This design comes from an exercise in tuning for small area on the open sky130 flow, not from production work. Function was checked by simulation only, so behaviour that the tests miss may differ from the original. Power and IR drop assume default switching activity.

==> run a <==
## twin_77_ad_sign_43
module twin_77_ad_sign_43(
  input CLK,
  input rst,
  input PSW0,
  output LED0,
  output LED1,
  output LED2,
  output trans1,
  output trans2,
  output trans3,
  output trans4,
  output trans5,
  output trans6,
  output trans7,
  output trans8,
  output trans9,
  output trans10,
  output trans11,
  output trans12,
  output trans13,
  output trans14,
  output trans15,
  output trans16,
  output trans17,
  output trans18,
  output trans19,
  output trans20,
  output trans21,
  output trans22,
  output trans23,
  output trans24,
  output trans25,
  output trans26,
  output trans27,
  output trans28,
  output trans29,
  output trans30,
  output trans31,
  output trans32,
  output trans33,
  output trans34,
  output trans35,
  output trans36,
  output trans37,
  output trans38,
  output trans39,
  output trans40,
  output trans41,
  output trans42,
  output trans43,
  output trans44,
  output trans45,
  output trans46,
  output trans47,
  output trans48,
  output trans49
);
  reg [10:0] base;
  reg        first;
  wire       wrap = base[10] & base[7] & base[6] & base[5] & base[0];  
  always @(posedge CLK) begin
    if (rst) begin
      base  <= 11'd0;
      first <= 1'b1;
    end else begin
      base <= wrap ? 11'd0 : base + 11'd1;
      if (wrap) first <= 1'b0;
    end
  end
  reg [1:0]  psw0_reg;
  reg [19:0] lfsr;
  reg [2:0]  psw0_smp_reg;
  reg        psw0_filt_reg;
  reg [6:0]  sel;
  wire smp_pulse = (lfsr == 20'h36dff);
  wire psw0_filt = (psw0_smp_reg[0] & psw0_smp_reg[1]) | (psw0_smp_reg[0] & psw0_smp_reg[2]) |
                   (psw0_smp_reg[1] & psw0_smp_reg[2]);
  always @(posedge CLK) begin
    if (rst) begin
      psw0_reg      <= 2'd0;
      lfsr          <= 20'h6dbff;
      psw0_smp_reg  <= 3'd0;
      psw0_filt_reg <= 1'b0;
      sel           <= 7'd0;
    end else begin
      psw0_reg <= {psw0_reg[0], PSW0};
      lfsr <= {lfsr[18:0], ~(lfsr[19] ^ lfsr[16]) ^ smp_pulse};
      if (smp_pulse) psw0_smp_reg <= {psw0_smp_reg[1:0], psw0_reg[1]};
  ...
clock: 10.0 ns
lec_check: 0
cap_margin: 10
cell_pad_in_sites_detail_placement: 2
cell_pad_in_sites_global_placement: 4
core_margin: 2
core_utilization: 35
cts_buf_list: sky130_fd_sc_hd__clkbuf_8
cts_cluster_diameter: 500
cts_cluster_size: 50
gpl_timing_driven: 0
place_density: 0.4
slew_margin: 10
standard.sh (not shown) runs the stock make flow with config.mk's settings and CLKGATE_MAP_FILE= SYNTH_SCRIPT=/design/flow/synth_recipe.tcl, a recipe that flattens the netlist after the stock synthesis.
==> flow/flow/run.sh <==
#!/bin/bash
# Standard synthesis, then an area-oriented ABC re-mapping of its combinational logic (the
# registers stay exactly as the standard synthesis made them), then the standard layout steps.
set -euo pipefail
W=$(pwd)
R=$W/orfs/results/$FLOW_PLATFORM/twin_77_ad_sign_43/base
LIB=$FLOW_HOME/platforms/$FLOW_PLATFORM/lib/sky130_fd_sc_hd__tt_025C_1v80.lib

bash standard.sh synth > $W/log_1_standard_synth.txt 2>&1

cp $R/1_2_yosys.v $W/std_1_2_yosys.v
sed -e "s#{LIB}#$LIB#g" -e "s#{IN}#$W/std_1_2_yosys.v#g" -e "s#{TOP}#$FLOW_TOP#g" \
    -e "s#{SCRIPT}#$W/flow/area.script#g" -e "s#{OUT}#$W/reabc.v#g" -e "s#{OUTDIR}#$W#g" \
    flow/reabc.ys > $W/reabc_run.ys
yosys -s $W/reabc_run.ys > $W/log_2_reabc.txt 2>&1

cp $W/reabc.v $R/1_2_yosys.v
rm -f $R/1_synth.odb
touch $R/1_2_yosys.v

export BUFFER_PORTS_ARGS="-buffer_cell sky130_fd_sc_hd__buf_1"
# the standard CTS options (as cts.tcl builds them from config.mk), without dummy loads
cfg() { sed -n "s/^export $1 = //p" config.mk; }
CTS_ARGS="-sink_clustering_enable -repair_clock_nets -dont_use_dummy_load"
if [[ -n "$(cfg CTS_BUF_LIST)" ]]; then CTS_ARGS="$CTS_ARGS -buf_list {$(cfg CTS_BUF_LIST)}"; fi
if [[ -n "$(cfg CTS_CLUSTER_SIZE)" ]]; then CTS_ARGS="$CTS_ARGS -sink_clustering_size $(cfg CTS_CLUSTER_SIZE)"; fi
if [[ -n "$(cfg CTS_CLUSTER_DIAMETER)" ]]; then CTS_ARGS="$CTS_ARGS -sink_clustering_max_diameter $(cfg CTS_CLUSTER_DIAMETER)"; fi
export CTS_ARGS
bash standard.sh finish > $W/log_3_layout.txt 2>&1
==> flow/flow/area.script <==
strash
&get -n
&st
&deepsyn -T 60
&dch -f
&nf -R 1000
&put
==> flow/flow/reabc.ys <==
# Re-map the combinational logic of the standard synthesis netlist with an area-oriented
# ABC script. Flip-flop cells are kept as they are (same instances, names and cell types).
read_liberty -ignore_miss_func {LIB}
read_verilog {IN}
hierarchy -top {TOP}
setattr -mod -set keep_hierarchy 1 sky130_fd_sc_hd__df* sky130_fd_sc_hd__sdf* sky130_fd_sc_hd__edf*
flatten
rename -hide w:*.*
opt -purge
tee -o {OUTDIR}/reabc_before.txt stat -liberty {LIB}
abc -script {SCRIPT} -liberty {LIB} -dont_use *probe* -dont_use *lpflow*
setundef -zero
splitnets
opt_clean -purge
hilomap -singleton -hicell sky130_fd_sc_hd__conb_1 HI -locell sky130_fd_sc_hd__conb_1 LO
insbuf -buf sky130_fd_sc_hd__buf_4 A X
opt_clean -purge
check
blackbox sky130_fd_sc_hd__*
tee -o {OUTDIR}/reabc_after.txt stat -liberty {LIB}

write_verilog -noattr -nohex -nodec {OUT}
==> run b (differences from run a) <==
--- a/flow/flow/run.sh
+++ b/flow/flow/run.sh
@@ -19,11 +19,8 @@
 touch $R/1_2_yosys.v
 
 export BUFFER_PORTS_ARGS="-buffer_cell sky130_fd_sc_hd__buf_1"
-# the standard CTS options (as cts.tcl builds them from config.mk), without dummy loads
-cfg() { sed -n "s/^export $1 = //p" config.mk; }
 CTS_ARGS="-sink_clustering_enable -repair_clock_nets -dont_use_dummy_load"
-if [[ -n "$(cfg CTS_BUF_LIST)" ]]; then CTS_ARGS="$CTS_ARGS -buf_list {$(cfg CTS_BUF_LIST)}"; fi
-if [[ -n "$(cfg CTS_CLUSTER_SIZE)" ]]; then CTS_ARGS="$CTS_ARGS -sink_clustering_size $(cfg CTS_CLUSTER_SIZE)"; fi
-if [[ -n "$(cfg CTS_CLUSTER_DIAMETER)" ]]; then CTS_ARGS="$CTS_ARGS -sink_clustering_max_diameter $(cfg CTS_CLUSTER_DIAMETER)"; fi
+CBL=$(sed -n "s/^export CTS_BUF_LIST = //p" config.mk)
+if [[ -n "$CBL" ]]; then CTS_ARGS="$CTS_ARGS -buf_list {$CBL}"; fi
 export CTS_ARGS
 bash standard.sh finish > $W/log_3_layout.txt 2>&1
- CORE_UTILIZATION: 35 -> 25
- CTS_CLUSTER_DIAMETER: 500 -> unset
- CTS_CLUSTER_SIZE: 50 -> unset
- PLACE_DENSITY: 0.4 -> 0.3
==> run c (differences from run a) <==
--- a/flow/flow/run.sh
+++ b/flow/flow/run.sh
@@ -19,11 +19,5 @@
 touch $R/1_2_yosys.v
 
 export BUFFER_PORTS_ARGS="-buffer_cell sky130_fd_sc_hd__buf_1"
-# the standard CTS options (as cts.tcl builds them from config.mk), without dummy loads
-cfg() { sed -n "s/^export $1 = //p" config.mk; }
-CTS_ARGS="-sink_clustering_enable -repair_clock_nets -dont_use_dummy_load"
-if [[ -n "$(cfg CTS_BUF_LIST)" ]]; then CTS_ARGS="$CTS_ARGS -buf_list {$(cfg CTS_BUF_LIST)}"; fi
-if [[ -n "$(cfg CTS_CLUSTER_SIZE)" ]]; then CTS_ARGS="$CTS_ARGS -sink_clustering_size $(cfg CTS_CLUSTER_SIZE)"; fi
-if [[ -n "$(cfg CTS_CLUSTER_DIAMETER)" ]]; then CTS_ARGS="$CTS_ARGS -sink_clustering_max_diameter $(cfg CTS_CLUSTER_DIAMETER)"; fi
-export CTS_ARGS
+export CTS_ARGS="-sink_clustering_enable -repair_clock_nets -dont_use_dummy_load"
 bash standard.sh finish > $W/log_3_layout.txt 2>&1
- CAP_MARGIN: 10 -> 20
- CORE_UTILIZATION: 35 -> 25
- CTS_BUF_LIST: sky130_fd_sc_hd__clkbuf_8 -> unset
- CTS_CLUSTER_DIAMETER: 500 -> unset
- CTS_CLUSTER_SIZE: 50 -> unset
- GPL_TIMING_DRIVEN: 0 -> unset
- PLACE_DENSITY: 0.4 -> 0.3
- SLEW_MARGIN: 10 -> 20
==> comparison table <==
item                                                                       run c                 run a                            run b
Result of the run                                       timing/DRC/antenna clean        did not finish         timing/DRC/antenna clean
Failing step                                                                   -  3_1_place_gp_skip_io                                -
Root buffer selected by CTS                                            clkbuf_16                     -                         clkbuf_8
Clock buffer instance count of the final layout                                5                     -                                5
# H-tree levels                                                                2                     -                                2
WL met1                                                                 19200 µm                     -                         18600 µm
Register-to-Register Path Depth                                                4                     -                                5
P_seq                                                                   0.188 mW                     -                         0.189 mW
Post-layout nets                                                             993                     -                              959
Endpoint with the worst hold slack                                   psw0_reg[1]                     -                         lfsr[18]
First-pass detailed-route iteration total                                      6                     -                                6
Met2 wirelength from detailed routing                                   20200 µm                     -                         20300 µm
Overall global routing resource usage                                      0.456                     -                            0.440
Number of placed I/O pins                                                     55                     -                               55
Post-detail-place hpwl                                                  38600 µm                     -                         37600 µm
Leading cell kind                                multi-input combinational cells                     -  multi-input combinational cells
Post-Place Setup Slack                                                   3.73 ns                     -                          3.13 ns
TritonCTS clock tree                                                       built                     -                            built
Final setup violation count                                                    0                     -                                0
Net switching share of the total power                                     0.268                     -                            0.275
Core area                                                              21000 µm²                     -                        21000 µm²
Proportion of cell area occupied by registers                              0.142                     -                            0.147
Number of placement rows                                                      53                    45                               53

afterwards: timing with drivers on the ports:
In the flow no input, the clock included, has a driving cell. The finished layouts below were timed again as built, in two steps. Step 1: set_driving_cell puts a clkbuf_16 on CLK and a buf_2 on each other input, an assumption about the parent block. Step 2, shift: input delay + t, output delay - t, t = (earliest + latest rising clock arrival at the registers) / 2. This alone moves slack from input paths to output paths. Three values: ideal ports, drivers, drivers and shift; two values: the first two.
| run | shift t [ns] | setup WS [ns] | worst setup path at the end |
|---|---|---|---|
| run b | 0.334 | 2.425 / 2.392 / 2.726 | register to output |
| run c | 0.341 | 3.073 / 3.027 / 3.368 | register to output |
After both steps setup and hold are still met in every run listed.
